Context: an optimization exercise on an open-source flow, tuned for small area and a short achievable clock period. The choices shown serve that exercise and are no tape-out recipe. In this exercise RTL edits were held to simulation tests only and were not proved equivalent to the original. Power is estimated from default activity; no workload was simulated.

==> flow/design.v <==
module piped_wallace_mult(
    input wire clock, reset,
    input wire [15:0] x, y,
    output reg [31:0] prod
);
    reg [59:0] r1;
    reg [101:0] r2;
    reg [61:0] r3;
    reg v1, v2;
    wire g1 = x[1] & x[0];
    wire q2 = x[1] ^ x[0];
    wire g3 = x[2] & x[1];
    wire q4 = x[2] ^ x[1];
    wire g5 = x[3] & x[2];
    wire q6 = x[3] ^ x[2];
    wire g7 = x[4] & x[3];
    wire q8 = x[4] ^ x[3];
    wire g9 = x[5] & x[4];
    wire q10 = x[5] ^ x[4];
    wire g11 = x[6] & x[5];
    wire q12 = x[6] ^ x[5];
    wire g13 = x[7] & x[6];
    wire q14 = x[7] ^ x[6];
    wire g15 = x[8] & x[7];
    wire q16 = x[8] ^ x[7];
    wire g17 = x[9] & x[8];
    wire q18 = x[9] ^ x[8];
    wire g19 = x[10] & x[9];
    wire q20 = x[10] ^ x[9];
    wire g21 = x[11] & x[10];
    wire q22 = x[11] ^ x[10];
    wire g23 = x[12] & x[11];
    wire q24 = x[12] ^ x[11];
    wire g25 = x[13] & x[12];
    wire q26 = x[13] ^ x[12];
    wire g27 = x[14] & x[13];
    wire q28 = x[14] ^ x[13];
    wire g29 = x[15] & x[14];
    wire q30 = x[15] ^ x[14];
    wire t31, u32;
    pfx i33 (.gh(g5), .ph(q6), .gl(g3), .pl(q4), .g(t31), .p(u32));
    wire t34, u35;
    pfx i36 (.gh(g9), .ph(q10), .gl(g7), .pl(q8), .g(t34), .p(u35));
    wire t37, u38;
    pfx i39 (.gh(g13), .ph(q14), .gl(g11), .pl(q12), .g(t37), .p(u38));
    wire t40, u41;
    pfx i42 (.gh(g17), .ph(q18), .gl(g15), .pl(q16), .g(t40), .p(u41));
    wire t43, u44;
    pfx i45 (.gh(g21), .ph(q22), .gl(g19), .pl(q20), .g(t43), .p(u44));
    wire t46, u47;
    pfx i48 (.gh(g25), .ph(q26), .gl(g23), .pl(q24), .g(t46), .p(u47));
    wire t49, u50;
    pfx i51 (.gh(g29), .ph(q30), .gl(g27), .pl(q28), .g(t49), .p(u50));
    wire t52;
    pfx_g i53 (.gh(g3), .ph(q4), .gl(g1), .g(t52));
    wire t54;
    pfx_g i55 (.gh(t31), .ph(u32), .gl(g1), .g(t54));
    wire t56, u57;
    pfx i58 (.gh(g11), .ph(q12), .gl(t34), .pl(u35), .g(t56), .p(u57));
    wire t59, u60;
    pfx i61 (.gh(t37), .ph(u38), .gl(t34), .pl(u35), .g(t59), .p(u60));
    wire t62, u63;
    pfx i64 (.gh(g19), .ph(q20), .gl(t40), .pl(u41), .g(t62), .p(u63));
    wire t65, u66;
    pfx i67 (.gh(t43), .ph(u44), .gl(t40), .pl(u41), .g(t65), .p(u66));
    wire t68, u69;
    pfx i70 (.gh(g27), .ph(q28), .gl(t46), .pl(u47), .g(t68), .p(u69));
    wire t71, u72;
    pfx i73 (.gh(t49), .ph(u50), .gl(t46), .pl(u47), .g(t71), .p(u72));
    wire t74;
    pfx_g i75 (.gh(g7), .ph(q8), .gl(t54), .g(t74));
    wire t76;
    pfx_g i77 (.gh(t34), .ph(u35), .gl(t54), .g(t76));
    wire t78;
    pfx_g i79 (.gh(t56), .ph(u57), .gl(t54), .g(t78));
    wire t80;
    pfx_g i81 (.gh(t59), .ph(u60), .gl(t54), .g(t80));
    wire t82, u83;
    pfx i84 (.gh(g23), .ph(q24), .gl(t65), .pl(u66), .g(t82), .p(u83));
    wire t85, u86;
    pfx i87 (.gh(t46), .ph(u47), .gl(t65), .pl(u66), .g(t85), .p(u86));
    wire t88, u89;
    pfx i90 (.gh(t68), .ph(u69), .gl(t65), .pl(u66), .g(t88), .p(u89));
    wire t91, u92;
    pfx i93 (.gh(t71), .ph(u72), .gl(t65), .pl(u66), .g(t91), .p(u92));
    wire t94;
    pfx_g i95 (.gh(g15), .ph(q16), .gl(t80), .g(t94));
    wire t96;
    pfx_g i97 (.gh(t40), .ph(u41), .gl(t80), .g(t96));
    wire t98;
    pfx_g i99 (.gh(t62), .ph(u63), .gl(t80), .g(t98));
    wire t100;
    pfx_g i101 (.gh(t65), .ph(u66), .gl(t80), .g(t100));
    wire t102;
    pfx_g i103 (.gh(t82), .ph(u83), .gl(t80), .g(t102));
    wire t104;
    pfx_g i105 (.gh(t85), .ph(u86), .gl(t80), .g(t104));
    wire t106;
    pfx_g i107 (.gh(t88), .ph(u89), .gl(t80), .g(t106));
    wire t108;
    pfx_g i109 (.gh(t91), .ph(u92), .gl(t80), .g(t108));
    wire t110 = x[15] & t108;
    wire z111 = q4 ^ g1;
    wire z112 = q6 ^ t52;
    wire z113 = q8 ^ t54;
    wire z114 = q10 ^ t74;
    wire z115 = q12 ^ t76;
    wire z116 = q14 ^ t78;
    wire z117 = q16 ^ t80;
    wire z118 = q18 ^ t94;
    wire z119 = q20 ^ t96;
    wire z120 = q22 ^ t98;
    wire z121 = q24 ^ t100;
    wire z122 = q26 ^ t102;
    wire z123 = q28 ^ t104;
    wire z124 = q30 ^ t106;
    wire z125 = x[15] ^ t108;
    wire p126 = ((r1[33] & r1[0]) | (r1[35] & r1[0])) ^ r1[37];
    wire p127 = ((r1[33] & r1[1]) | (r1[34] & r1[0]) | (r1[35] & r1[16])) ^ r1[37];
    wire p128 = ((r1[33] & r1[2]) | (r1[34] & r1[1]) | (r1[35] & r1[17]) | (r1[36] & r1[0])) ^ r1[37];
    wire p129 = ((r1[33] & r1[3]) | (r1[34] & r1[2]) | (r1[35] & r1[18]) | (r1[36] & r1[1])) ^ r1[37];
    wire p130 = ((r1[33] & r1[4]) | (r1[34] & r1[3]) | (r1[35] & r1[19]) | (r1[36] & r1[2])) ^ r1[37];
    wire p131 = ((r1[33] & r1[5]) | (r1[34] & r1[4]) | (r1[35] & r1[20]) | (r1[36] & r1[3])) ^ r1[37];
    wire p132 = ((r1[33] & r1[6]) | (r1[34] & r1[5]) | (r1[35] & r1[21]) | (r1[36] & r1[4])) ^ r1[37];
    wire p133 = ((r1[33] & r1[7]) | (r1[34] & r1[6]) | (r1[35] & r1[22]) | (r1[36] & r1[5])) ^ r1[37];
    wire p134 = ((r1[33] & r1[8]) | (r1[34] & r1[7]) | (r1[35] & r1[23]) | (r1[36] & r1[6])) ^ r1[37];
    wire p135 = ((r1[33] & r1[9]) | (r1[34] & r1[8]) | (r1[35] & r1[24]) | (r1[36] & r1[7])) ^ r1[37];
    wire p136 = ((r1[33] & r1[10]) | (r1[34] & r1[9]) | (r1[35] & r1[25]) | (r1[36] & r1[8])) ^ r1[37];
    wire p137 = ((r1[33] & r1[11]) | (r1[34] & r1[10]) | (r1[35] & r1[26]) | (r1[36] & r1[9])) ^ r1[37];
    wire p138 = ((r1[33] & r1[12]) | (r1[34] & r1[11]) | (r1[35] & r1[27]) | (r1[36] & r1[10])) ^ r1[37];
    wire p139 = ((r1[33] & r1[13]) | (r1[34] & r1[12]) | (r1[35] & r1[28]) | (r1[36] & r1[11])) ^ r1[37];
    wire p140 = ((r1[33] & r1[14]) | (r1[34] & r1[13]) | (r1[35] & r1[29]) | (r1[36] & r1[12])) ^ r1[37];
    wire p141 = ((r1[33] & r1[15]) | (r1[34] & r1[14]) | (r1[35] & r1[30]) | (r1[36] & r1[13])) ^ r1[37];
    wire p142 = ((r1[34] & r1[15]) | (r1[35] & r1[31]) | (r1[36] & r1[14])) ^ r1[37];
    wire p143 = ((r1[35] & r1[32]) | (r1[36] & r1[15])) ^ r1[37];
    wire p144 = ((r1[38] & r1[0]) | (r1[40] & r1[0])) ^ r1[42];
    wire p145 = ((r1[38] & r1[1]) | (r1[39] & r1[0]) | (r1[40] & r1[16])) ^ r1[42];
    wire p146 = ((r1[38] & r1[2]) | (r1[39] & r1[1]) | (r1[40] & r1[17]) | (r1[41] & r1[0])) ^ r1[42];
    wire p147 = ((r1[38] & r1[3]) | (r1[39] & r1[2]) | (r1[40] & r1[18]) | (r1[41] & r1[1])) ^ r1[42];
    wire p148 = ((r1[38] & r1[4]) | (r1[39] & r1[3]) | (r1[40] & r1[19]) | (r1[41] & r1[2])) ^ r1[42];
    wire p149 = ((r1[38] & r1[5]) | (r1[39] & r1[4]) | (r1[40] & r1[20]) | (r1[41] & r1[3])) ^ r1[42];
    wire p150 = ((r1[38] & r1[6]) | (r1[39] & r1[5]) | (r1[40] & r1[21]) | (r1[41] & r1[4])) ^ r1[42];
    wire p151 = ((r1[38] & r1[7]) | (r1[39] & r1[6]) | (r1[40] & r1[22]) | (r1[41] & r1[5])) ^ r1[42];
    wire p152 = ((r1[38] & r1[8]) | (r1[39] & r1[7]) | (r1[40] & r1[23]) | (r1[41] & r1[6])) ^ r1[42];
    wire p153 = ((r1[38] & r1[9]) | (r1[39] & r1[8]) | (r1[40] & r1[24]) | (r1[41] & r1[7])) ^ r1[42];
    wire p154 = ((r1[38] & r1[10]) | (r1[39] & r1[9]) | (r1[40] & r1[25]) | (r1[41] & r1[8])) ^ r1[42];
    wire p155 = ((r1[38] & r1[11]) | (r1[39] & r1[10]) | (r1[40] & r1[26]) | (r1[41] & r1[9])) ^ r1[42];
    wire p156 = ((r1[38] & r1[12]) | (r1[39] & r1[11]) | (r1[40] & r1[27]) | (r1[41] & r1[10])) ^ r1[42];
    wire p157 = ((r1[38] & r1[13]) | (r1[39] & r1[12]) | (r1[40] & r1[28]) | (r1[41] & r1[11])) ^ r1[42];
    wire p158 = ((r1[38] & r1[14]) | (r1[39] & r1[13]) | (r1[40] & r1[29]) | (r1[41] & r1[12])) ^ r1[42];
    wire p159 = ((r1[38] & r1[15]) | (r1[39] & r1[14]) | (r1[40] & r1[30]) | (r1[41] & r1[13])) ^ r1[42];
    wire p160 = ((r1[39] & r1[15]) | (r1[40] & r1[31]) | (r1[41] & r1[14])) ^ r1[42];
    wire p161 = ((r1[40] & r1[32]) | (r1[41] & r1[15])) ^ r1[42];
    wire p162 = ((r1[43] & r1[0]) | (r1[45] & r1[0])) ^ r1[47];
    wire p163 = ((r1[43] & r1[1]) | (r1[44] & r1[0]) | (r1[45] & r1[16])) ^ r1[47];
    wire p164 = ((r1[43] & r1[2]) | (r1[44] & r1[1]) | (r1[45] & r1[17]) | (r1[46] & r1[0])) ^ r1[47];
    wire p165 = ((r1[43] & r1[3]) | (r1[44] & r1[2]) | (r1[45] & r1[18]) | (r1[46] & r1[1])) ^ r1[47];
    wire p166 = ((r1[43] & r1[4]) | (r1[44] & r1[3]) | (r1[45] & r1[19]) | (r1[46] & r1[2])) ^ r1[47];
    wire p167 = ((r1[43] & r1[5]) | (r1[44] & r1[4]) | (r1[45] & r1[20]) | (r1[46] & r1[3])) ^ r1[47];
    wire p168 = ((r1[43] & r1[6]) | (r1[44] & r1[5]) | (r1[45] & r1[21]) | (r1[46] & r1[4])) ^ r1[47];
    wire p169 = ((r1[43] & r1[7]) | (r1[44] & r1[6]) | (r1[45] & r1[22]) | (r1[46] & r1[5])) ^ r1[47];
    wire p170 = ((r1[43] & r1[8]) | (r1[44] & r1[7]) | (r1[45] & r1[23]) | (r1[46] & r1[6])) ^ r1[47];
    wire p171 = ((r1[43] & r1[9]) | (r1[44] & r1[8]) | (r1[45] & r1[24]) | (r1[46] & r1[7])) ^ r1[47];
    wire p172 = ((r1[43] & r1[10]) | (r1[44] & r1[9]) | (r1[45] & r1[25]) | (r1[46] & r1[8])) ^ r1[47];
    wire p173 = ((r1[43] & r1[11]) | (r1[44] & r1[10]) | (r1[45] & r1[26]) | (r1[46] & r1[9])) ^ r1[47];
    wire p174 = ((r1[43] & r1[12]) | (r1[44] & r1[11]) | (r1[45] & r1[27]) | (r1[46] & r1[10])) ^ r1[47];
    wire p175 = ((r1[43] & r1[13]) | (r1[44] & r1[12]) | (r1[45] & r1[28]) | (r1[46] & r1[11])) ^ r1[47];
    wire p176 = ((r1[43] & r1[14]) | (r1[44] & r1[13]) | (r1[45] & r1[29]) | (r1[46] & r1[12])) ^ r1[47];
    wire p177 = ((r1[43] & r1[15]) | (r1[44] & r1[14]) | (r1[45] & r1[30]) | (r1[46] & r1[13])) ^ r1[47];
    wire p178 = ((r1[44] & r1[15]) | (r1[45] & r1[31]) | (r1[46] & r1[14])) ^ r1[47];
    wire p179 = ((r1[45] & r1[32]) | (r1[46] & r1[15])) ^ r1[47];
    wire p180 = ((r1[48] & r1[0]) | (r1[50] & r1[0])) ^ r1[52];
    wire p181 = ((r1[48] & r1[1]) | (r1[49] & r1[0]) | (r1[50] & r1[16])) ^ r1[52];
    wire p182 = ((r1[48] & r1[2]) | (r1[49] & r1[1]) | (r1[50] & r1[17]) | (r1[51] & r1[0])) ^ r1[52];
    wire p183 = ((r1[48] & r1[3]) | (r1[49] & r1[2]) | (r1[50] & r1[18]) | (r1[51] & r1[1])) ^ r1[52];
    wire p184 = ((r1[48] & r1[4]) | (r1[49] & r1[3]) | (r1[50] & r1[19]) | (r1[51] & r1[2])) ^ r1[52];
    wire p185 = ((r1[48] & r1[5]) | (r1[49] & r1[4]) | (r1[50] & r1[20]) | (r1[51] & r1[3])) ^ r1[52];
    wire p186 = ((r1[48] & r1[6]) | (r1[49] & r1[5]) | (r1[50] & r1[21]) | (r1[51] & r1[4])) ^ r1[52];
    wire p187 = ((r1[48] & r1[7]) | (r1[49] & r1[6]) | (r1[50] & r1[22]) | (r1[51] & r1[5])) ^ r1[52];
    wire p188 = ((r1[48] & r1[8]) | (r1[49] & r1[7]) | (r1[50] & r1[23]) | (r1[51] & r1[6])) ^ r1[52];
    wire p189 = ((r1[48] & r1[9]) | (r1[49] & r1[8]) | (r1[50] & r1[24]) | (r1[51] & r1[7])) ^ r1[52];
    wire p190 = ((r1[48] & r1[10]) | (r1[49] & r1[9]) | (r1[50] & r1[25]) | (r1[51] & r1[8])) ^ r1[52];
    wire p191 = ((r1[48] & r1[11]) | (r1[49] & r1[10]) | (r1[50] & r1[26]) | (r1[51] & r1[9])) ^ r1[52];
    wire p192 = ((r1[48] & r1[12]) | (r1[49] & r1[11]) | (r1[50] & r1[27]) | (r1[51] & r1[10])) ^ r1[52];
    wire p193 = ((r1[48] & r1[13]) | (r1[49] & r1[12]) | (r1[50] & r1[28]) | (r1[51] & r1[11])) ^ r1[52];
    wire p194 = ((r1[48] & r1[14]) | (r1[49] & r1[13]) | (r1[50] & r1[29]) | (r1[51] & r1[12])) ^ r1[52];
    wire p195 = ((r1[48] & r1[15]) | (r1[49] & r1[14]) | (r1[50] & r1[30]) | (r1[51] & r1[13])) ^ r1[52];
    wire p196 = ((r1[49] & r1[15]) | (r1[50] & r1[31]) | (r1[51] & r1[14])) ^ r1[52];
    wire p197 = ((r1[50] & r1[32]) | (r1[51] & r1[15])) ^ r1[52];
    wire p198 = ((r1[53] & r1[0]) | (r1[55] & r1[0])) ^ r1[57];
    wire p199 = ((r1[53] & r1[1]) | (r1[54] & r1[0]) | (r1[55] & r1[16])) ^ r1[57];
    wire p200 = ((r1[53] & r1[2]) | (r1[54] & r1[1]) | (r1[55] & r1[17]) | (r1[56] & r1[0])) ^ r1[57];
    wire p201 = ((r1[53] & r1[3]) | (r1[54] & r1[2]) | (r1[55] & r1[18]) | (r1[56] & r1[1])) ^ r1[57];
    wire p202 = ((r1[53] & r1[4]) | (r1[54] & r1[3]) | (r1[55] & r1[19]) | (r1[56] & r1[2])) ^ r1[57];
    wire p203 = ((r1[53] & r1[5]) | (r1[54] & r1[4]) | (r1[55] & r1[20]) | (r1[56] & r1[3])) ^ r1[57];
    wire p204 = ((r1[53] & r1[6]) | (r1[54] & r1[5]) | (r1[55] & r1[21]) | (r1[56] & r1[4])) ^ r1[57];
    wire p205 = ((r1[53] & r1[7]) | (r1[54] & r1[6]) | (r1[55] & r1[22]) | (r1[56] & r1[5])) ^ r1[57];
    wire p206 = ((r1[53] & r1[8]) | (r1[54] & r1[7]) | (r1[55] & r1[23]) | (r1[56] & r1[6])) ^ r1[57];
    wire p207 = ((r1[53] & r1[9]) | (r1[54] & r1[8]) | (r1[55] & r1[24]) | (r1[56] & r1[7])) ^ r1[57];
    wire p208 = ((r1[53] & r1[10]) | (r1[54] & r1[9]) | (r1[55] & r1[25]) | (r1[56] & r1[8])) ^ r1[57];
    wire p209 = ((r1[53] & r1[11]) | (r1[54] & r1[10]) | (r1[55] & r1[26]) | (r1[56] & r1[9])) ^ r1[57];
    wire p210 = ((r1[53] & r1[12]) | (r1[54] & r1[11]) | (r1[55] & r1[27]) | (r1[56] & r1[10])) ^ r1[57];
    wire p211 = ((r1[53] & r1[13]) | (r1[54] & r1[12]) | (r1[55] & r1[28]) | (r1[56] & r1[11])) ^ r1[57];
    wire p212 = ((r1[53] & r1[14]) | (r1[54] & r1[13]) | (r1[55] & r1[29]) | (r1[56] & r1[12])) ^ r1[57];
    wire p213 = ((r1[53] & r1[15]) | (r1[54] & r1[14]) | (r1[55] & r1[30]) | (r1[56] & r1[13])) ^ r1[57];
    wire p214 = ((r1[54] & r1[15]) | (r1[55] & r1[31]) | (r1[56] & r1[14])) ^ r1[57];
    wire p215 = ((r1[55] & r1[32]) | (r1[56] & r1[15])) ^ r1[57];
    wire p216 = (r1[58] & r1[0]);
    wire p217 = (r1[58] & r1[1]) | (r1[59] & r1[0]);
    wire p218 = (r1[58] & r1[2]) | (r1[59] & r1[1]);
    wire p219 = (r1[58] & r1[3]) | (r1[59] & r1[2]);
    wire p220 = (r1[58] & r1[4]) | (r1[59] & r1[3]);
    wire p221 = (r1[58] & r1[5]) | (r1[59] & r1[4]);
    wire p222 = (r1[58] & r1[6]) | (r1[59] & r1[5]);
    wire p223 = (r1[58] & r1[7]) | (r1[59] & r1[6]);
    wire p224 = (r1[58] & r1[8]) | (r1[59] & r1[7]);
    wire p225 = (r1[58] & r1[9]) | (r1[59] & r1[8]);
    wire p226 = (r1[58] & r1[10]) | (r1[59] & r1[9]);
    wire p227 = (r1[58] & r1[11]) | (r1[59] & r1[10]);
    wire p228 = (r1[58] & r1[12]) | (r1[59] & r1[11]);
    wire p229 = (r1[58] & r1[13]) | (r1[59] & r1[12]);
    wire p230 = (r1[58] & r1[14]) | (r1[59] & r1[13]);
    wire p231 = (r1[58] & r1[15]) | (r1[59] & r1[14]);
    wire p232 = (r1[59] & r1[15]);
    wire p233 = ~r1[37];
    wire p234 = ~r1[42];
    wire p235 = ~r1[47];
    wire p236 = ~r1[52];
    wire p237 = ~r1[57];
    wire s238 = p135 ^ p150;
    wire c239 = p135 & p150;
    wire s240 = p136 ^ p151;
    wire c241 = p136 & p151;
    wire s242 = p137 ^ p152;
    wire c243 = p137 & p152;
    wire s244 = p138 ^ p153 ^ p168;
    wire c245 = (p138 & p153) | (p138 & p168) | (p153 & p168);
    wire s246 = p183 ^ p198;
    wire c247 = p183 & p198;
    wire s248 = p139 ^ p154 ^ p169;
    wire c249 = (p139 & p154) | (p139 & p169) | (p154 & p169);
    wire s250 = p184 ^ p199;
    wire c251 = p184 & p199;
    wire s252 = p140 ^ p155 ^ p170;
    wire c253 = (p140 & p155) | (p140 & p170) | (p155 & p170);
    wire s254 = p185 ^ p200;
    wire c255 = p185 & p200;
    wire s256 = p141 ^ p156 ^ p171;
    wire c257 = (p141 & p156) | (p141 & p171) | (p156 & p171);
    wire s258 = p186 ^ p201 ^ p216;
    wire c259 = (p186 & p201) | (p186 & p216) | (p201 & p216);
    wire s260 = p142 ^ p157 ^ p172;
    wire c261 = (p142 & p157) | (p142 & p172) | (p157 & p172);
    wire s262 = p187 ^ p202 ^ p217;
    wire c263 = (p187 & p202) | (p187 & p217) | (p202 & p217);
    wire s264 = p143 ^ p158 ^ p173;
    wire c265 = (p143 & p158) | (p143 & p173) | (p158 & p173);
    wire s266 = p188 ^ p203 ^ p218;
    wire c267 = (p188 & p203) | (p188 & p218) | (p203 & p218);
    wire s268 = p159 ^ p174 ^ p189;
    wire c269 = (p159 & p174) | (p159 & p189) | (p174 & p189);
    wire s270 = p204 ^ p219 ^ r1[37];
    wire c271 = (p204 & p219) | (p204 & r1[37]) | (p219 & r1[37]);
    wire s272 = p160 ^ p175 ^ p190;
    wire c273 = (p160 & p175) | (p160 & p190) | (p175 & p190);
    wire s274 = p205 ^ p220 ^ r1[37];
    wire c275 = (p205 & p220) | (p205 & r1[37]) | (p220 & r1[37]);
    wire s276 = p161 ^ p176 ^ p191;
    wire c277 = (p161 & p176) | (p161 & p191) | (p176 & p191);
    wire s278 = p206 ^ p221 ^ r1[37];
    wire c279 = (p206 & p221) | (p206 & r1[37]) | (p221 & r1[37]);
    wire s280 = p177 ^ p192 ^ p207;
    wire c281 = (p177 & p192) | (p177 & p207) | (p192 & p207);
    wire s282 = p222 ^ p233 ^ p234;
    wire c283 = (p222 & p233) | (p222 & p234) | (p233 & p234);
    wire s284 = p178 ^ p193 ^ p208;
    wire c285 = (p178 & p193) | (p178 & p208) | (p193 & p208);
    wire s286 = p223 ^ 1'b1;
    wire c287 = p223 & 1'b1;
    wire s288 = p179 ^ p194 ^ p209;
    wire c289 = (p179 & p194) | (p179 & p209) | (p194 & p209);
    wire s290 = p224 ^ 1'b1;
    wire c291 = p224 & 1'b1;
    wire s292 = p195 ^ p210 ^ p225;
    wire c293 = (p195 & p210) | (p195 & p225) | (p210 & p225);
    wire s294 = p196 ^ p211;
    wire c295 = p196 & p211;
    wire s296 = p197 ^ p212;
    wire c297 = p197 & p212;
    wire s298 = r2[11] ^ r2[12];
    wire c299 = r2[11] & r2[12];
    wire s300 = r2[15] ^ r2[16];
    wire c301 = r2[15] & r2[16];
    wire s302 = r2[18] ^ r2[19];
    wire c303 = r2[18] & r2[19];
    wire s304 = r2[21] ^ r2[22] ^ r2[23];
    wire c305 = (r2[21] & r2[22]) | (r2[21] & r2[23]) | (r2[22] & r2[23]);
    wire s306 = r2[25] ^ r2[26] ^ r2[27];
    wire c307 = (r2[25] & r2[26]) | (r2[25] & r2[27]) | (r2[26] & r2[27]);
    wire s308 = r2[29] ^ r2[30] ^ r2[31];
    wire c309 = (r2[29] & r2[30]) | (r2[29] & r2[31]) | (r2[30] & r2[31]);
    wire s310 = r2[33] ^ r2[34] ^ r2[35];
    wire c311 = (r2[33] & r2[34]) | (r2[33] & r2[35]) | (r2[34] & r2[35]);
    wire s312 = r2[37] ^ r2[38] ^ r2[39];
    wire c313 = (r2[37] & r2[38]) | (r2[37] & r2[39]) | (r2[38] & r2[39]);
    wire s314 = r2[41] ^ r2[42] ^ r2[43];
    wire c315 = (r2[41] & r2[42]) | (r2[41] & r2[43]) | (r2[42] & r2[43]);
    wire s316 = r2[45] ^ r2[46] ^ r2[47];
    wire c317 = (r2[45] & r2[46]) | (r2[45] & r2[47]) | (r2[46] & r2[47]);
    wire s318 = r2[49] ^ r2[50] ^ r2[51];
    wire c319 = (r2[49] & r2[50]) | (r2[49] & r2[51]) | (r2[50] & r2[51]);
    wire s320 = r2[53] ^ r2[54] ^ r2[55];
    wire c321 = (r2[53] & r2[54]) | (r2[53] & r2[55]) | (r2[54] & r2[55]);
    wire s322 = r2[57] ^ r2[58] ^ r2[59];
    wire c323 = (r2[57] & r2[58]) | (r2[57] & r2[59]) | (r2[58] & r2[59]);
    wire s324 = r2[61] ^ r2[62] ^ r2[63];
    wire c325 = (r2[61] & r2[62]) | (r2[61] & r2[63]) | (r2[62] & r2[63]);
    wire s326 = r2[65] ^ r2[66] ^ r2[67];
    wire c327 = (r2[65] & r2[66]) | (r2[65] & r2[67]) | (r2[66] & r2[67]);
    wire s328 = r2[69] ^ r2[70] ^ r2[71];
    wire c329 = (r2[69] & r2[70]) | (r2[69] & r2[71]) | (r2[70] & r2[71]);
    wire s330 = r2[73] ^ r2[74] ^ r2[75];
    wire c331 = (r2[73] & r2[74]) | (r2[73] & r2[75]) | (r2[74] & r2[75]);
    wire s332 = r2[77] ^ r2[78] ^ r2[79];
    wire c333 = (r2[77] & r2[78]) | (r2[77] & r2[79]) | (r2[78] & r2[79]);
    wire s334 = r2[81] ^ r2[82] ^ r2[83];
    wire c335 = (r2[81] & r2[82]) | (r2[81] & r2[83]) | (r2[82] & r2[83]);
    wire s336 = r2[85] ^ r2[86] ^ r2[87];
    wire c337 = (r2[85] & r2[86]) | (r2[85] & r2[87]) | (r2[86] & r2[87]);
    wire s338 = r2[88] ^ r2[89] ^ r2[90];
    wire c339 = (r2[88] & r2[89]) | (r2[88] & r2[90]) | (r2[89] & r2[90]);
    wire s340 = r2[91] ^ r2[92] ^ r2[93];
    wire c341 = (r2[91] & r2[92]) | (r2[91] & r2[93]) | (r2[92] & r2[93]);
    wire s342 = r2[95] ^ r2[96];
    wire c343 = r2[95] & r2[96];
    wire s344 = r2[97] ^ r2[98];
    wire c345 = r2[97] & r2[98];
    wire s346 = r2[4] ^ r2[5];
    wire c347 = r2[4] & r2[5];
    wire s348 = r2[7] ^ r2[8];
    wire c349 = r2[7] & r2[8];
    wire s350 = r2[9] ^ r2[10];
    wire c351 = r2[9] & r2[10];
    wire s352 = s298 ^ r2[13] ^ r2[14];
    wire c353 = (s298 & r2[13]) | (s298 & r2[14]) | (r2[13] & r2[14]);
    wire s354 = c299 ^ s300 ^ r2[17];
    wire c355 = (c299 & s300) | (c299 & r2[17]) | (s300 & r2[17]);
    wire s356 = c301 ^ s302 ^ r2[20];
    wire c357 = (c301 & s302) | (c301 & r2[20]) | (s302 & r2[20]);
    wire s358 = c303 ^ s304 ^ r2[24];
    wire c359 = (c303 & s304) | (c303 & r2[24]) | (s304 & r2[24]);
    wire s360 = c305 ^ s306 ^ r2[28];
    wire c361 = (c305 & s306) | (c305 & r2[28]) | (s306 & r2[28]);
    wire s362 = c307 ^ s308 ^ r2[32];
    wire c363 = (c307 & s308) | (c307 & r2[32]) | (s308 & r2[32]);
    wire s364 = c309 ^ s310 ^ r2[36];
    wire c365 = (c309 & s310) | (c309 & r2[36]) | (s310 & r2[36]);
    wire s366 = c311 ^ s312 ^ r2[40];
    wire c367 = (c311 & s312) | (c311 & r2[40]) | (s312 & r2[40]);
    wire s368 = c313 ^ s314 ^ r2[44];
    wire c369 = (c313 & s314) | (c313 & r2[44]) | (s314 & r2[44]);
    wire s370 = c315 ^ s316 ^ r2[48];
    wire c371 = (c315 & s316) | (c315 & r2[48]) | (s316 & r2[48]);
    wire s372 = c317 ^ s318 ^ r2[52];
    wire c373 = (c317 & s318) | (c317 & r2[52]) | (s318 & r2[52]);
    wire s374 = c319 ^ s320 ^ r2[56];
    wire c375 = (c319 & s320) | (c319 & r2[56]) | (s320 & r2[56]);
    wire s376 = c321 ^ s322 ^ r2[60];
    wire c377 = (c321 & s322) | (c321 & r2[60]) | (s322 & r2[60]);
    wire s378 = c323 ^ s324 ^ r2[64];
    wire c379 = (c323 & s324) | (c323 & r2[64]) | (s324 & r2[64]);
    wire s380 = c325 ^ s326 ^ r2[68];
    wire c381 = (c325 & s326) | (c325 & r2[68]) | (s326 & r2[68]);
    wire s382 = c327 ^ s328 ^ r2[72];
    wire c383 = (c327 & s328) | (c327 & r2[72]) | (s328 & r2[72]);
    wire s384 = c329 ^ s330 ^ r2[76];
    wire c385 = (c329 & s330) | (c329 & r2[76]) | (s330 & r2[76]);
    wire s386 = c331 ^ s332 ^ r2[80];
    wire c387 = (c331 & s332) | (c331 & r2[80]) | (s332 & r2[80]);
    wire s388 = c333 ^ s334 ^ r2[84];
    wire c389 = (c333 & s334) | (c333 & r2[84]) | (s334 & r2[84]);
    wire s390 = c335 ^ s336 ^ 1'b1;
    wire c391 = (c335 & s336) | (c335 & 1'b1) | (s336 & 1'b1);
    wire s392 = c337 ^ s338 ^ 1'b1;
    wire c393 = (c337 & s338) | (c337 & 1'b1) | (s338 & 1'b1);
    wire s394 = c339 ^ s340 ^ r2[94];
    wire c395 = (c339 & s340) | (c339 & r2[94]) | (s340 & r2[94]);
    wire s396 = c341 ^ s342 ^ 1'b1;
    wire c397 = (c341 & s342) | (c341 & 1'b1) | (s342 & 1'b1);
    wire s398 = c343 ^ s344 ^ 1'b1;
    wire c399 = (c343 & s344) | (c343 & 1'b1) | (s344 & 1'b1);
    wire s400 = c345 ^ r2[99] ^ r2[100];
    wire c401 = (c345 & r2[99]) | (c345 & r2[100]) | (r2[99] & r2[100]);
    wire s402 = r2[101] ^ 1'b1;
    wire c403 = r2[101] & 1'b1;
    wire t404 = r3[2] & r3[0];
    wire u405 = r3[5] & r3[3];
    wire t406, u407;
    pfx i408 (.gh(r3[8]), .ph(r3[9]), .gl(r3[6]), .pl(r3[7]), .g(t406), .p(u407));
    wire t409, u410;
    pfx i411 (.gh(r3[12]), .ph(r3[13]), .gl(r3[10]), .pl(r3[11]), .g(t409), .p(u410));
    wire t412, u413;
    pfx i414 (.gh(r3[16]), .ph(r3[17]), .gl(r3[14]), .pl(r3[15]), .g(t412), .p(u413));
    wire t415, u416;
    pfx i417 (.gh(r3[20]), .ph(r3[21]), .gl(r3[18]), .pl(r3[19]), .g(t415), .p(u416));
    wire t418, u419;
    pfx i420 (.gh(r3[24]), .ph(r3[25]), .gl(r3[22]), .pl(r3[23]), .g(t418), .p(u419));
    wire t421, u422;
    pfx i423 (.gh(r3[28]), .ph(r3[29]), .gl(r3[26]), .pl(r3[27]), .g(t421), .p(u422));
    wire t424, u425;
    pfx i426 (.gh(r3[32]), .ph(r3[33]), .gl(r3[30]), .pl(r3[31]), .g(t424), .p(u425));
    wire t427, u428;
    pfx i429 (.gh(r3[36]), .ph(r3[37]), .gl(r3[34]), .pl(r3[35]), .g(t427), .p(u428));
    wire t430, u431;
    pfx i432 (.gh(r3[40]), .ph(r3[41]), .gl(r3[38]), .pl(r3[39]), .g(t430), .p(u431));
    wire t433, u434;
    pfx i435 (.gh(r3[44]), .ph(r3[45]), .gl(r3[42]), .pl(r3[43]), .g(t433), .p(u434));
    wire t436, u437;
    pfx i438 (.gh(r3[48]), .ph(r3[49]), .gl(r3[46]), .pl(r3[47]), .g(t436), .p(u437));
    wire t439, u440;
    pfx i441 (.gh(r3[52]), .ph(r3[53]), .gl(r3[50]), .pl(r3[51]), .g(t439), .p(u440));
    wire t442, u443;
    pfx i444 (.gh(r3[56]), .ph(r3[57]), .gl(r3[54]), .pl(r3[55]), .g(t442), .p(u443));
    wire t445 = r3[3] & t404;
    wire t446;
    pfx_g i447 (.gh(r3[4]), .ph(u405), .gl(t404), .g(t446));
    wire t448, u449;
    pfx i450 (.gh(r3[10]), .ph(r3[11]), .gl(t406), .pl(u407), .g(t448), .p(u449));
    wire t451, u452;
    pfx i453 (.gh(t409), .ph(u410), .gl(t406), .pl(u407), .g(t451), .p(u452));
    wire t454, u455;
    pfx i456 (.gh(r3[18]), .ph(r3[19]), .gl(t412), .pl(u413), .g(t454), .p(u455));
    wire t457, u458;
    pfx i459 (.gh(t415), .ph(u416), .gl(t412), .pl(u413), .g(t457), .p(u458));
    wire t460, u461;
    pfx i462 (.gh(r3[26]), .ph(r3[27]), .gl(t418), .pl(u419), .g(t460), .p(u461));
    wire t463, u464;
    pfx i465 (.gh(t421), .ph(u422), .gl(t418), .pl(u419), .g(t463), .p(u464));
    wire t466, u467;
    pfx i468 (.gh(r3[34]), .ph(r3[35]), .gl(t424), .pl(u425), .g(t466), .p(u467));
    wire t469, u470;
    pfx i471 (.gh(t427), .ph(u428), .gl(t424), .pl(u425), .g(t469), .p(u470));
    wire t472, u473;
    pfx i474 (.gh(r3[42]), .ph(r3[43]), .gl(t430), .pl(u431), .g(t472), .p(u473));
    wire t475, u476;
    pfx i477 (.gh(t433), .ph(u434), .gl(t430), .pl(u431), .g(t475), .p(u476));
    wire t478, u479;
    pfx i480 (.gh(r3[50]), .ph(r3[51]), .gl(t436), .pl(u437), .g(t478), .p(u479));
    wire t481, u482;
    pfx i483 (.gh(t439), .ph(u440), .gl(t436), .pl(u437), .g(t481), .p(u482));
    wire t484, u485;
    pfx i486 (.gh(r3[58]), .ph(r3[59]), .gl(t442), .pl(u443), .g(t484), .p(u485));
    wire t487;
    pfx_g i488 (.gh(r3[6]), .ph(r3[7]), .gl(t446), .g(t487));
    wire t489;
    pfx_g i490 (.gh(t406), .ph(u407), .gl(t446), .g(t489));
    wire t491;
    pfx_g i492 (.gh(t448), .ph(u449), .gl(t446), .g(t491));
    wire t493;
    pfx_g i494 (.gh(t451), .ph(u452), .gl(t446), .g(t493));
    wire t495, u496;
    pfx i497 (.gh(r3[22]), .ph(r3[23]), .gl(t457), .pl(u458), .g(t495), .p(u496));
    wire t498, u499;
    pfx i500 (.gh(t418), .ph(u419), .gl(t457), .pl(u458), .g(t498), .p(u499));
    wire t501, u502;
    pfx i503 (.gh(t460), .ph(u461), .gl(t457), .pl(u458), .g(t501), .p(u502));
    wire t504, u505;
    pfx i506 (.gh(t463), .ph(u464), .gl(t457), .pl(u458), .g(t504), .p(u505));
    wire t507, u508;
    pfx i509 (.gh(r3[38]), .ph(r3[39]), .gl(t469), .pl(u470), .g(t507), .p(u508));
    wire t510, u511;
    pfx i512 (.gh(t430), .ph(u431), .gl(t469), .pl(u470), .g(t510), .p(u511));
    wire t513, u514;
    pfx i515 (.gh(t472), .ph(u473), .gl(t469), .pl(u470), .g(t513), .p(u514));
    wire t516, u517;
    pfx i518 (.gh(t475), .ph(u476), .gl(t469), .pl(u470), .g(t516), .p(u517));
    wire t519, u520;
    pfx i521 (.gh(r3[54]), .ph(r3[55]), .gl(t481), .pl(u482), .g(t519), .p(u520));
    wire t522, u523;
    pfx i524 (.gh(t442), .ph(u443), .gl(t481), .pl(u482), .g(t522), .p(u523));
    wire t525, u526;
    pfx i527 (.gh(t484), .ph(u485), .gl(t481), .pl(u482), .g(t525), .p(u526));
    wire t528;
    pfx_g i529 (.gh(r3[14]), .ph(r3[15]), .gl(t493), .g(t528));
    wire t530;
    pfx_g i531 (.gh(t412), .ph(u413), .gl(t493), .g(t530));
    wire t532;
    pfx_g i533 (.gh(t454), .ph(u455), .gl(t493), .g(t532));
    wire t534;
    pfx_g i535 (.gh(t457), .ph(u458), .gl(t493), .g(t534));
    wire t536;
    pfx_g i537 (.gh(t495), .ph(u496), .gl(t493), .g(t536));
    wire t538;
    pfx_g i539 (.gh(t498), .ph(u499), .gl(t493), .g(t538));
    wire t540;
    pfx_g i541 (.gh(t501), .ph(u502), .gl(t493), .g(t540));
    wire t542;
    pfx_g i543 (.gh(t504), .ph(u505), .gl(t493), .g(t542));
    wire t544, u545;
    pfx i546 (.gh(r3[46]), .ph(r3[47]), .gl(t516), .pl(u517), .g(t544), .p(u545));
    wire t547, u548;
    pfx i549 (.gh(t436), .ph(u437), .gl(t516), .pl(u517), .g(t547), .p(u548));
    wire t550, u551;
    pfx i552 (.gh(t478), .ph(u479), .gl(t516), .pl(u517), .g(t550), .p(u551));
    wire t553, u554;
    pfx i555 (.gh(t481), .ph(u482), .gl(t516), .pl(u517), .g(t553), .p(u554));
    wire t556, u557;
    pfx i558 (.gh(t519), .ph(u520), .gl(t516), .pl(u517), .g(t556), .p(u557));
    wire t559, u560;
    pfx i561 (.gh(t522), .ph(u523), .gl(t516), .pl(u517), .g(t559), .p(u560));
    wire t562, u563;
    pfx i564 (.gh(t525), .ph(u526), .gl(t516), .pl(u517), .g(t562), .p(u563));
    wire t565;
    pfx_g i566 (.gh(r3[30]), .ph(r3[31]), .gl(t542), .g(t565));
    wire t567;
    pfx_g i568 (.gh(t424), .ph(u425), .gl(t542), .g(t567));
    wire t569;
    pfx_g i570 (.gh(t466), .ph(u467), .gl(t542), .g(t569));
    wire t571;
    pfx_g i572 (.gh(t469), .ph(u470), .gl(t542), .g(t571));
    wire t573;
    pfx_g i574 (.gh(t507), .ph(u508), .gl(t542), .g(t573));
    wire t575;
    pfx_g i576 (.gh(t510), .ph(u511), .gl(t542), .g(t575));
    wire t577;
    pfx_g i578 (.gh(t513), .ph(u514), .gl(t542), .g(t577));
    wire t579;
    pfx_g i580 (.gh(t516), .ph(u517), .gl(t542), .g(t579));
    wire t581;
    pfx_g i582 (.gh(t544), .ph(u545), .gl(t542), .g(t581));
    wire t583;
    pfx_g i584 (.gh(t547), .ph(u548), .gl(t542), .g(t583));
    wire t585;
    pfx_g i586 (.gh(t550), .ph(u551), .gl(t542), .g(t585));
    wire t587;
    pfx_g i588 (.gh(t553), .ph(u554), .gl(t542), .g(t587));
    wire t589;
    pfx_g i590 (.gh(t556), .ph(u557), .gl(t542), .g(t589));
    wire t591;
    pfx_g i592 (.gh(t559), .ph(u560), .gl(t542), .g(t591));
    wire t593;
    pfx_g i594 (.gh(t562), .ph(u563), .gl(t542), .g(t593));
    wire z595 = r3[2] ^ r3[0];
    wire z596 = r3[3] ^ t404;
    wire z597 = r3[5] ^ t445;
    wire z598 = r3[7] ^ t446;
    wire z599 = r3[9] ^ t487;
    wire z600 = r3[11] ^ t489;
    wire z601 = r3[13] ^ t491;
    wire z602 = r3[15] ^ t493;
    wire z603 = r3[17] ^ t528;
    wire z604 = r3[19] ^ t530;
    wire z605 = r3[21] ^ t532;
    wire z606 = r3[23] ^ t534;
    wire z607 = r3[25] ^ t536;
    wire z608 = r3[27] ^ t538;
    wire z609 = r3[29] ^ t540;
    wire z610 = r3[31] ^ t542;
    wire z611 = r3[33] ^ t565;
    wire z612 = r3[35] ^ t567;
    wire z613 = r3[37] ^ t569;
    wire z614 = r3[39] ^ t571;
    wire z615 = r3[41] ^ t573;
    wire z616 = r3[43] ^ t575;
    wire z617 = r3[45] ^ t577;
    wire z618 = r3[47] ^ t579;
    wire z619 = r3[49] ^ t581;
    wire z620 = r3[51] ^ t583;
    wire z621 = r3[53] ^ t585;
    wire z622 = r3[55] ^ t587;
    wire z623 = r3[57] ^ t589;
    wire z624 = r3[59] ^ t591;
    wire z625 = r3[61] ^ t593;
    wire [31:0] result = {z625, z624, z623, z622, z621, z620, z619, z618, z617, z616, z615, z614, z613, z612, z611, z610, z609, z608, z607, z606, z605, z604, z603, z602, z601, z600, z599, z598, z597, z596, z595, r3[1]};
    always @(posedge clock) begin
        r1 <= {(y[14] & y[15]), (y[14] & ~y[15]) | (~y[14] & y[15]), y[14], (y[11] & y[12] & y[13] & ~y[14]) | (~y[11] & ~y[12] & ~y[13] & y[14]), (y[11] & ~y[12] & y[13] & ~y[14]) | (~y[11] & y[12] & y[13] & ~y[14]) | (y[11] & ~y[12] & ~y[13] & y[14]) | (~y[11] & y[12] & ~y[13] & y[14]), (y[11] & y[12] & ~y[13] & ~y[14]) | (~y[11] & ~y[12] & y[13] & ~y[14]) | (y[11] & y[12] & ~y[13] & y[14]) | (~y[11] & ~y[12] & y[13] & y[14]), (y[11] & ~y[12] & ~y[13] & ~y[14]) | (~y[11] & y[12] & ~y[13] & ~y[14]) | (y[11] & ~y[12] & y[13] & y[14]) | (~y[11] & y[12] & y[13] & y[14]), y[11], (y[8] & y[9] & y[10] & ~y[11]) | (~y[8] & ~y[9] & ~y[10] & y[11]), (y[8] & ~y[9] & y[10] & ~y[11]) | (~y[8] & y[9] & y[10] & ~y[11]) | (y[8] & ~y[9] & ~y[10] & y[11]) | (~y[8] & y[9] & ~y[10] & y[11]), (y[8] & y[9] & ~y[10] & ~y[11]) | (~y[8] & ~y[9] & y[10] & ~y[11]) | (y[8] & y[9] & ~y[10] & y[11]) | (~y[8] & ~y[9] & y[10] & y[11]), (y[8] & ~y[9] & ~y[10] & ~y[11]) | (~y[8] & y[9] & ~y[10] & ~y[11]) | (y[8] & ~y[9] & y[10] & y[11]) | (~y[8] & y[9] & y[10] & y[11]), y[8], (y[5] & y[6] & y[7] & ~y[8]) | (~y[5] & ~y[6] & ~y[7] & y[8]), (y[5] & ~y[6] & y[7] & ~y[8]) | (~y[5] & y[6] & y[7] & ~y[8]) | (y[5] & ~y[6] & ~y[7] & y[8]) | (~y[5] & y[6] & ~y[7] & y[8]), (y[5] & y[6] & ~y[7] & ~y[8]) | (~y[5] & ~y[6] & y[7] & ~y[8]) | (y[5] & y[6] & ~y[7] & y[8]) | (~y[5] & ~y[6] & y[7] & y[8]), (y[5] & ~y[6] & ~y[7] & ~y[8]) | (~y[5] & y[6] & ~y[7] & ~y[8]) | (y[5] & ~y[6] & y[7] & y[8]) | (~y[5] & y[6] & y[7] & y[8]), y[5], (y[2] & y[3] & y[4] & ~y[5]) | (~y[2] & ~y[3] & ~y[4] & y[5]), (y[2] & ~y[3] & y[4] & ~y[5]) | (~y[2] & y[3] & y[4] & ~y[5]) | (y[2] & ~y[3] & ~y[4] & y[5]) | (~y[2] & y[3] & ~y[4] & y[5]), (y[2] & y[3] & ~y[4] & ~y[5]) | (~y[2] & ~y[3] & y[4] & ~y[5]) | (y[2] & y[3] & ~y[4] & y[5]) | (~y[2] & ~y[3] & y[4] & y[5]), (y[2] & ~y[3] & ~y[4] & ~y[5]) | (~y[2] & y[3] & ~y[4] & ~y[5]) | (y[2] & ~y[3] & y[4] & y[5]) | (~y[2] & y[3] & y[4] & y[5]), y[2], (~y[0] & ~y[1] & y[2]), (y[0] & y[1] & ~y[2]) | (y[0] & ~y[1] & y[2]), (~y[0] & y[1] & ~y[2]) | (~y[0] & y[1] & y[2]), (y[0] & ~y[1] & ~y[2]) | (y[0] & y[1] & y[2]), t110, z125, z124, z123, z122, z121, z120, z119, z118, z117, z116, z115, z114, z113, z112, z111, q2, x[15], x[14], x[13], x[12], x[11], x[10], x[9], x[8], x[7], x[6], x[5], x[4], x[3], x[2], x[1], x[0]};
        r2 <= {p232, p237, p231, p230, p215, p229, p214, p236, p228, p213, c297, p227, s296, c295, p226, s294, c293, p235, s292, c291, c289, s290, s288, c287, c285, s286, s284, c283, c281, s282, s280, c279, c277, s278, s276, c275, c273, s274, s272, c271, c269, s270, s268, c267, c265, s266, s264, c263, c261, s262, s260, c259, c257, s258, s256, c255, c253, s254, s252, c251, c249, s250, s248, c247, c245, r1[57], s246, s244, c243, p182, p167, s242, c241, p181, p166, s240, c239, r1[52], p180, p165, s238, p164, p149, p134, p163, p148, p133, r1[47], p162, p147, p132, p146, p131, p145, p130, r1[42], p144, p129, p128, p127, r1[37], p126};
    end
    always @(posedge clock or posedge reset)
        if (reset) begin
            v1 <= 1'b0; v2 <= 1'b0; r3 <= 62'd0; prod <= 32'd0;
        end else begin
            v1 <= 1'b1; v2 <= v1;
            r3 <= v2 ? {c401 ^ s402, c401 & s402, c399 ^ s400, c399 & s400, c397 ^ s398, c397 & s398, c395 ^ s396, c395 & s396, c393 ^ s394, c393 & s394, c391 ^ s392, c391 & s392, c389 ^ s390, c389 & s390, c387 ^ s388, c387 & s388, c385 ^ s386, c385 & s386, c383 ^ s384, c383 & s384, c381 ^ s382, c381 & s382, c379 ^ s380, c379 & s380, c377 ^ s378, c377 & s378, c375 ^ s376, c375 & s376, c373 ^ s374, c373 & s374, c371 ^ s372, c371 & s372, c369 ^ s370, c369 & s370, c367 ^ s368, c367 & s368, c365 ^ s366, c365 & s366, c363 ^ s364, c363 & s364, c361 ^ s362, c361 & s362, c359 ^ s360, c359 & s360, c357 ^ s358, c357 & s358, c355 ^ s356, c355 & s356, c353 ^ s354, c353 & s354, c351 ^ s352, c351 & s352, c349 ^ s350, c349 & s350, c347 ^ s348, c347 & s348, s346 ^ r2[6], s346 & r2[6], r2[3], r2[2], r2[0] ^ r2[1], r2[0] & r2[1]} : 62'd0;
            prod <= result;
        end
endmodule
module pfx(input wire gh, ph, gl, pl, output wire g, p);
    assign g = gh | (ph & gl);
    assign p = ph & pl;
endmodule
module pfx_g(input wire gh, ph, gl, output wire g);
    assign g = gh | (ph & gl);
endmodule
==> flow/run.sh <==
#!/bin/bash
# synth_recipe.tcl (not shown) runs the flow's synth.tcl, then flattens the netlist and writes it again
# the make line also repeats each setting of config.mk as NAME=value (left out here)
make -C /OpenROAD-flow-scripts/flow DESIGN_CONFIG=/design/flow/config.mk WORK_HOME=/design/flow/orfs CLKGATE_MAP_FILE= SYNTH_SCRIPT=/design/flow/synth_recipe.tcl finish
==> flow/config.mk <==
export PLATFORM = sky130hd
export DESIGN_NAME = piped_wallace_mult
export DESIGN_NICKNAME = piped_wallace_mult
export VERILOG_FILES = /design/flow/design.v
export SDC_FILE = /design/flow/constraint.sdc
export NUM_CORES = 4
export LEC_CHECK = 0
export CAP_MARGIN = 20
export CORE_MARGIN = 2
export CORE_UTILIZATION = 40
export SETUP_SLACK_MARGIN = 1.1
export SLEW_MARGIN = 20
export SYNTH_HIERARCHICAL = 1
export SYNTH_MINIMUM_KEEP_SIZE = 0
==> flow/constraint.sdc <==
create_clock -name core_clock -period 2.8 [get_ports {clock}]
set_input_delay 0.5600 -clock core_clock [delete_from_list [all_inputs] [get_ports {clock}]]
set_output_delay 0.5600 -clock core_clock [all_outputs]
set_load 0.01 [all_outputs]
==> results of run 1 <==
[placed cells by master (no fill, tap or decap), types with 5 or more instances in the layout]
cell,Yosys,layout
sky130_fd_sc_hd__a21o_1,103,98
sky130_fd_sc_hd__inv_1,51,43
sky130_fd_sc_hd__clkbuf_16,0,28
sky130_fd_sc_hd__and2_1,126,121
sky130_fd_sc_hd__nand2_1,12,12
sky130_fd_sc_hd__a22oi_1,9,9
sky130_fd_sc_hd__nor2b_1,6,6
sky130_fd_sc_hd__xnor2_2,0,8
sky130_fd_sc_hd__a221oi_1,8,5
sky130_fd_sc_hd__ha_4,0,19
sky130_fd_sc_hd__dfxtp_1,162,91
sky130_fd_sc_hd__a221oi_4,0,13
sky130_fd_sc_hd__a21o_4,0,6
sky130_fd_sc_hd__a22o_1,72,72
sky130_fd_sc_hd__and2_4,0,5
sky130_fd_sc_hd__buf_4,11,92
sky130_fd_sc_hd__buf_6,26,8
sky130_fd_sc_hd__dfxtp_2,0,47
sky130_fd_sc_hd__clkdlybuf4s50_1,0,17
sky130_fd_sc_hd__dlygate4sd2_1,0,6
sky130_fd_sc_hd__clkbuf_1,14,8
sky130_fd_sc_hd__buf_2,35,13
sky130_fd_sc_hd__xor2_1,43,43
sky130_fd_sc_hd__a22o_2,9,7
sky130_fd_sc_hd__dfxtp_4,0,24
sky130_fd_sc_hd__ha_1,68,34
sky130_fd_sc_hd__nor2_1,8,8
sky130_fd_sc_hd__o21ai_0,9,9
sky130_fd_sc_hd__inv_2,0,7
sky130_fd_sc_hd__xnor2_1,100,92
sky130_fd_sc_hd__a222oi_1,10,10
sky130_fd_sc_hd__fa_1,60,56
sky130_fd_sc_hd__a221oi_2,62,52
sky130_fd_sc_hd__dfrtp_1,95,95
sky130_fd_sc_hd__clkbuf_2,1,27
sky130_fd_sc_hd__ha_2,0,15
[timing repair]
| action | 4_1_cts | 5_1_grt |
|---|---|---|
| setup buffers | 19 | 48 |
| setup endpoints to repair | 141 | 118 |
| pin swaps | 28 | 77 |
| cloned | 1 | 1 |
| resized for setup | 196 | 116 |
| hold buffers | 0 | 0 |
[report_power, final]
| group | leakage (nW) | internal (mW) | total (mW) | switching (mW) |
|---|---|---|---|---|
| combinational | 4.60 | 2.64 | 5.01 | 2.37 |
| sequential | 2.61 | 4.71 | 5.46 | 0.748 |
| clock | 0.434 | 2.16 | 3.55 | 1.40 |
| total | 7.64 | 9.51 | 14.0 | 4.52 |
[synth_stat cells]
cell type,count,share of area [%]
sky130_fd_sc_hd__conb_1,1,0.028
sky130_fd_sc_hd__xor2_1,43,2.8
sky130_fd_sc_hd__clkbuf_2,1,0.037
sky130_fd_sc_hd__clkbuf_1,14,0.39
sky130_fd_sc_hd__buf_4,11,0.61
sky130_fd_sc_hd__xnor2_1,100,6.5
sky130_fd_sc_hd__a22oi_1,9,0.50
sky130_fd_sc_hd__or4b_1,4,0.30
sky130_fd_sc_hd__ha_1,68,6.3
sky130_fd_sc_hd__nor3b_1,1,0.056
sky130_fd_sc_hd__a21o_1,103,5.8
sky130_fd_sc_hd__dfxtp_1,162,24
sky130_fd_sc_hd__nor2_1,8,0.22
sky130_fd_sc_hd__nor2b_1,6,0.28
sky130_fd_sc_hd__buf_2,35,1.3
sky130_fd_sc_hd__inv_1,51,1.4
sky130_fd_sc_hd__a22o_2,9,0.67
sky130_fd_sc_hd__dfrtp_1,95,18
sky130_fd_sc_hd__nand4b_1,4,0.26
sky130_fd_sc_hd__and2_1,126,5.9
sky130_fd_sc_hd__o21ai_0,9,0.34
sky130_fd_sc_hd__fa_1,60,8.9
sky130_fd_sc_hd__a221oi_1,8,0.52
sky130_fd_sc_hd__a22o_1,72,4.7
sky130_fd_sc_hd__a221oi_2,62,6.9
sky130_fd_sc_hd__buf_6,26,2.2
sky130_fd_sc_hd__a222oi_1,10,0.75
sky130_fd_sc_hd__nand2_1,12,0.34
sky130_fd_sc_hd__buf_8,1,0.11
[through the flow]
stage | util [%] | hold slack [ps]
after floorplan | - | 325.8
after global placement | 43.42 | 333.9
after detailed placement | 43.42 | 341.8
after CTS | 47.43 | 340.1
after global routing | 49.04 | 191.0
final | 49.04 | 199.7
[state kept, by name (all words and copies together), names as in the netlist]
register	count
prod	32
r2	102
v2	1
r3	61
v1	1
r1	60
[metal layers]
layer | share of wire, % | up-vias | routed length, um | global-route usage, %
met5 | 0 | - | 0 | 0
met1 | 49 | 4105 | 14480 | 24.08
li1 | - | 4116 | - | -
met3 | 5.3 | 61 | 1566 | 2.533
met2 | 43 | 262 | 12830 | 25.02
met4 | 3.2 | 0 | 955 | 5.311
[worst max-delay path: stages (launching register included)]
cell and delay (ps):
sky130_fd_sc_hd__dfxtp_2 320, sky130_fd_sc_hd__inv_2 40, sky130_fd_sc_hd__fa_1 520, sky130_fd_sc_hd__inv_1 50
sky130_fd_sc_hd__fa_1 490, sky130_fd_sc_hd__ha_2 260, sky130_fd_sc_hd__and2_1 130
[Yosys stat by module (local to each module, per instance)]
module              cell area (sq um)  cells inside
pfx                             13.76             2
pfx_g                           7.507             1
piped_wallace_mult              12280           947
[worst max path at each step]
stage / from / endpoint / slack (ps)
final: r2[79] / r3[45] / 880
after global routing: r2[79] / r3[45] / 820
after CTS: r2[79] / r3[45] / 890
after detailed placement: x[2] / r1[31] / 110
after global placement: x[2] / r1[31] / 160
after floorplan: x[1] / r1[31] / 870
[kinds of logic (layout without fill, tap and decap cells)]
group                    after synthesis  count (layout)  synth area share (%)
AO/OA/AOI/OAI                        282             284                 20.15
other                                  1               1               0.02791
flip-flops                           257             257                 41.84
AND/OR/NAND/NOR                      161             161                 7.321
adder cells (fa/ha/maj)              128             128                 15.27
buffers and inverters                139             270                 6.063
XOR/XNOR                             143             143                 9.323
[cell type report]
cell class	count	area [sq um]	share of cell area (%)
inverters	51	195.2	1.196
well taps	448	560.5	3.434
clock buffers	38	758.2	4.645
flip-flops and latches	257	5769	35.35
clock inverters	11	133.9	0.8202
multi-input cells	717	7599	46.55
repair buffers	170	1306	8.003
==> results.py, run 1 <==
metrics = {
    "worst_hold_path": {
        "worstHoldPathCells": 1,
        "worst_hold_path_type": "input port to register",
        "min_from": "x[3]",
        "min_delay_worst_endpoint": "r1[3]",
    },
    "critical_path": {
        "r2r_cells": 6,
        "r2r_setup_slack_ps": 880,
        "worstPathArrival_ps": 2330,
        "rr_endpoint": "r3[45]",
        "end_kind": "register",
        "critPathMaxFanout": 1,
        "setup.worst_path.start_class": "register",
        "timing.rr.start": "r2[79]",
        "cp.required_ps": 3210,
        "critPathKind": "register to register",
    },
    "global_route": {
        "via_count_of_the_first_global_routing_pass": 8528,
        "antenna_found_initial": 0,
        "global_route_wire_length_before_repair_um": 47150,
        "global_route.overflow_total": 0,
        "track_usage_pct": 16.48,
        "maximum_number_of_pins_on_one_net_before_global_route_repair": 62,
    },
    "place": {
        "port-buffer-count": 65,
        "numPlacedInstances": 1574,
        "place_area_sq_mm": 0.01445,
        "detailed_place_hpwl_um": 20730,
        "gp_routability_congestion": 0.8393,
        "place_ws_ps": 110.9,
    },
    "layout": {
        "fin_cells": 1692,
        "finalNetCount": 1386,
        "layout.filler_cells": 2946,
        "syn_to_final_growth_pct": 21.50,
        "finalInstanceArea_sq_mm": 0.01632,
        "antenna_cells_inserted": 0,
        "post_route_cells_drive_above_1_share_pct": 31.67,
    },
    "logic_synthesis": {
        "synth.avg_cell_area_sq_um": 12.09,
        "netlist-cell-type-count": 29,
        "ys_warn_count": 7,
        "postSynthRegisterBits": 257,
        "postSynthNetCount": 1273,
        "synth-seq-area-share_pct": 41.84,
        "post_synth_inst_count": 1111,
        "mappedNetlistArea_sq_mm": 0.01343,
    },
    "clock_network": {
        "cts-buffers-inserted": 27,
        "cts_num_sinks": 257,
        "htreeDepth": 1,
        "clock_tree.root_cell": "sky130_fd_sc_hd__clkbuf_16",
        "clk_transition_reported_paths_ps": 60,
        "tritoncts": "built",
        "clock_latency_ps": 530,
        "cts-root-to-sink-buffers": 3,
    },
    "floorplan": {
        "chipHeight_um": 187.3,
        "dieArea_sq_mm": 0.03507,
        "core_region_area_sq_mm": 0.03328,
        "io_pins": 66,
        "num_rows": 67,
        "die_outline_width_um": 187.3,
        "start_util_pct": 40.37,
    },
    "detailed_routing": {
        "post_drt_via_cell_ratio": 5.050,
        "drt_drc_violations_left": 0,
        "wl_per_cell_um": 17.63,
        "antenna_left": 0,
        "firstDrtPassIters": 8,
        "routed_wirelength_um": 29830,
        "route.vias.total": 8544,
        "dr.first_iter.drc_count": 678,
    },
    "sta": {
        "post-route-period-util_pct": 68.48,
        "final_max_slew_viol_count": 0,
        "slew-limit-headroom_pct": 58.45,
        "achievable-frequency_ghz": 0.5215,
        "final-setup-viol-count": 0,
        "grt_setup_unrepaired": "yes",
        "fin_clk_skew_ps": 9.189,
        "timing_worst_slew_pin_value_ps": 623.2,
        "report.final.hold_viol_count": 0,
        "setup_slack_ps": 882.6,
        "totalNegativeSetupSlack_ps": 0,
        "fin_crit_ps": 1917,
    },
    "power_and_ir_drop": {
        "p_leak_nw": 7.641,
        "irDropWorstVdd_mv": 0.4692,
        "cellPowerDensity_mw_per_mm2": 859.6,
        "fin_total_pwr_mw": 14.03,
    },
    "outcome": {
        "outcome": "timing/DRC/antenna clean",
    },
    "job": {
        "max_cap_viol_count": 0,
    },
}
==> run 2: changes to the inputs <==
--- a/flow/config.mk
+++ b/flow/config.mk
@@ -8,7 +8,7 @@
 export CAP_MARGIN = 20
 export CORE_MARGIN = 2
 export CORE_UTILIZATION = 40
-export SETUP_SLACK_MARGIN = 1.1
+export SETUP_SLACK_MARGIN = 0.8
 export SLEW_MARGIN = 20
 export SYNTH_HIERARCHICAL = 1
 export SYNTH_MINIMUM_KEEP_SIZE = 0
==> run 2 against run 1 <==
Final cell count fell by 4.1%. Core utilization fell by 2.7 points. Hold slack improved by 57 ps. Combinational power fell by 8.2%. Die area did not move. Clock power rose by 3%. Critical endpoint is now r1[31]. Via count fell by 5.8%. Synthesized cell count did not move.
==> results.py, run 2 <==
metrics = {
    "outcome": {
        "outcome": "timing/DRC/antenna clean",
    },
    "global_route": {
        "global_route.overflow_total": 0,
        "maximum_number_of_pins_on_one_net_before_global_route_repair": 96,
        "track_usage_pct": 15.90,
        "antenna_found_initial": 0,
        "via_count_of_the_first_global_routing_pass": 8300,
        "global_route_wire_length_before_repair_um": 45470,
    },
    "layout": {
        "max_flop_register": "r2",
        "final_common_cell": "sky130_fd_sc_hd__dfxtp_1",
        "finalNetCount": 1317,
        "layout.cells.most_common_list": "147 x sky130_fd_sc_hd__dfxtp_1, 125 x sky130_fd_sc_hd__and2_1, 100 x sky130_fd_sc_hd__xnor2_1, 100 x sky130_fd_sc_hd__a21o_1, 95 x sky130_fd_sc_hd__dfrtp_1",
        "largest_register_ff_count": 102,
        "layout.filler_cells": 3039,
        "post_route_cells_drive_above_1_share_pct": 15.57,
        "multi_input_area_sq_mm": 0.007106,
        "ff_latch_area_sq_mm": 0.005639,
        "syn_to_final_growth_pct": 14.84,
        "antenna_cells_inserted": 0,
        "reg_top3": "r2 (102), r3 (61), r1 (60)",
    },
    "sta": {
        "report.final.hold_viol_count": 0,
        "post-route-period-util_pct": 69.86,
        "fin_crit_ps": 1956,
        "final_max_slew_viol_count": 0,
        "totalNegativeSetupSlack_ps": 0,
        "final-setup-viol-count": 0,
        "timing_worst_slew_pin_value_ps": 994.6,
        "achievable-frequency_ghz": 0.5112,
        "grt_setup_unrepaired": "yes",
        "slew-limit-headroom_pct": 33.60,
        "setup_slack_ps": 843.8,
        "fin_clk_skew_ps": 7.034,
    },
    "critical_path": {
        "setup.worst_path.start_class": "input port",
        "worstPathArrival_ps": 2370,
        "timing.rr.start": "r1[47]",
        "critPathMaxFanout": 5,
        "critPathKind": "input port to register",
        "cp.required_ps": 3210,
        "end_kind": "register",
        "critPathLaunch": "x[11]",
    },
    "floorplan": {
        "num_rows": 67,
        "start_util_pct": 40.37,
        "dieArea_sq_mm": 0.03507,
        "chipHeight_um": 187.3,
        "io_pins": 66,
        "die_outline_width_um": 187.3,
        "core_region_area_sq_mm": 0.03328,
    },
    "clock_network": {
        "htreeDepth": 1,
        "post_cts.repair.setup_buffers": 0,
        "post_cts_hold_buffer_count": 0,
        "clock_latency_ps": 530,
        "clk_transition_reported_paths_ps": 60,
        "cts-buffers-inserted": 26,
        "cts-root-to-sink-buffers": 3,
        "tritoncts": "built",
        "cts_num_sinks": 257,
        "clock_tree.root_cell": "sky130_fd_sc_hd__clkbuf_16",
    },
    "detailed_routing": {
        "routed_wirelength_um": 27530,
        "dr.first_iter.drc_count": 558,
        "drt_drc_violations_left": 0,
        "antenna_left": 0,
        "post_drt_via_cell_ratio": 4.959,
        "firstDrtPassIters": 8,
        "route.vias.total": 8048,
        "wl_per_cell_um": 16.96,
    },
    "logic_synthesis": {
        "post-synth-top-count-cell": "sky130_fd_sc_hd__dfxtp_1",
        "synth_area_leaders": "sky130_fd_sc_hd__dfxtp_1 24%, sky130_fd_sc_hd__dfrtp_1 18%, sky130_fd_sc_hd__fa_1 8.9%",
        "synth-seq-area-share_pct": 41.84,
        "synth_edf_count": 0,
        "ys_warn_count": 7,
        "synth-main-ff-cell": "sky130_fd_sc_hd__dfxtp_1",
        "postSynthRegisterBits": 257,
        "netlist.top_cell.by_area": "sky130_fd_sc_hd__dfxtp_1",
        "synthTopCellsByCount": "162 x sky130_fd_sc_hd__dfxtp_1, 126 x sky130_fd_sc_hd__and2_1, 103 x sky130_fd_sc_hd__a21o_1",
        "synth.top_cell.area_share_pct": 24.14,
        "post_synth_inst_count": 1111,
        "async_reset_ff_share_pct": 36.96,
        "synth.avg_cell_area_sq_um": 12.09,
        "netlist-cell-type-count": 29,
        "mappedNetlistArea_sq_mm": 0.01343,
        "postSynthNetCount": 1273,
    },
    "worst_hold_path": {
        "worst_hold_path_type": "input port to register",
        "min_from": "x[10]",
    },
    "place": {
        "port-buffer-count": 65,
        "detailed_place_hpwl_um": 20610,
        "place_ws_ps": 62.17,
        "gp_routability_congestion": 0.8596,
    },
    "power_and_ir_drop": {
        "cellPowerDensity_mw_per_mm2": 886.6,
        "fin_total_pwr_mw": 13.68,
        "p_leak_nw": 7.376,
        "irDropWorstVdd_mv": 0.4882,
    },
    "job": {
        "max_cap_viol_count": 0,
    },
}
run 2: cell counts after synthesis:
Identical to the previous run, type by type.
run 2: through the flow:
step	instances	util, %	hold WS (ps)	instance area [sq um]
4_1_cts	1623	46.04	348.5	15320
3_5_place_dp	1575	43.17	335.6	14370
5_1_grt	1623	46.36	237.9	15430
6_report	1623	46.36	256.8	15430
3_3_place_gp	1575	43.17	332.5	14370
2_1_floorplan	1111	-	325.8	13480
run 2: repair_timing:
action | in CTS | in global routing
cloned | 0 | 0
resized for setup | 8 | 36
endpoints found under the setup margin | 33 | 44
pin swaps | 0 | 6
run 2: power by group:
group	internal [mW]	switching, mW
Combinational	2.47	2.12
Clock	2.25	1.42
Sequential	4.68	0.733
run 2: logic make-up after synthesis:
logic type	share of synthesized area, %
simple gates	7.321
flops	41.84
other cells	0.02791
compound gates	20.15
buf+inv	6.063
fa+ha+maj	15.27
xor+xnor	9.323
run 2: critical path, stage by stage:
cell and delay (ps):
sky130_fd_sc_hd__clkdlybuf4s50_1 450, sky130_fd_sc_hd__ha_1 350, sky130_fd_sc_hd__and2_1 180, sky130_fd_sc_hd__a21o_1 210, sky130_fd_sc_hd__a21o_1 200, sky130_fd_sc_hd__a21o_1 150, sky130_fd_sc_hd__ha_1 270
run 2: final timing paths:
| check | endpoint | slack [ps] | depth (start not counted) |
|---|---|---|---|
| max | r1[31] | 840 | 7 |
| min | r1[10] | 260 | 1 |
| max reg2reg | r2[43] | 850 | 2 |
| min reg2reg | v2 | 350 | 0 |
| max in group asynchronous | r3[58] | 1920 | 3 |
| min in group asynchronous | prod[3] | 520 | 3 |
run 2: layout make-up:
class	instances	share of cell area (%)
clock buffer	33	4.793
tap	448	3.633
clock inverter	15	1.257
timing repair buffer	104	6.440
inverter	51	1.265
multi-input combinational	715	46.06
sequential	257	36.55
run 2: layer usage:
metal,routed length [um],global-route usage [%],part of all wire [%]
met5,0,0,0
met4,611,4.579,2.2
met3,1925,3.602,7.0
met2,11620,24.09,42
met1,13380,22.71,49
run 2: Yosys stat by module, one instance, submodules excluded:
module / flip-flops and latches / cell area, sq um / copies in the design / cells inside
piped_wallace_mult: 257 / 12280 / 1 / 947
pfx_g: 0 / 7.507 / 42 / 1
pfx: 0 / 13.76 / 61 / 2

==> port drivers added, routing unchanged <==
The results above use ideal ports. As a check the final layouts listed here were re-extracted and re-timed, cells and wires unchanged.
Step 1: set_driving_cell puts a clkbuf_16 on clock and a buf_2 on each other input, an assumption about the parent block.
Step 2 times the ports against the registers' clock, not the clock port: input delays grow and output delays shrink by t, the midpoint of the rising clock arrivals with the driver on.
Slacks: ideal ports / drivers / drivers and shift; pairs: ideal ports / drivers.
| run | shift t [ns] | slack for setup (ns) | clock arrival spread, ns | slew at the worst register clock pin (ns) |
|---|---|---|---|---|
| run 1 | 0.573 | 0.883 / 0.883 / 0.583 | 0.011 / 0.011 | 0.06 / 0.06 |
| run 2 | 0.575 | 0.844 / 0.803 / 0.301 | 0.008 / 0.008 | 0.06 / 0.06 |
After both steps every run listed still meets setup and hold. For run 2, which loses most, drivers alone change the setup slack by -0.041 ns; drivers and shift together by -0.543 ns.
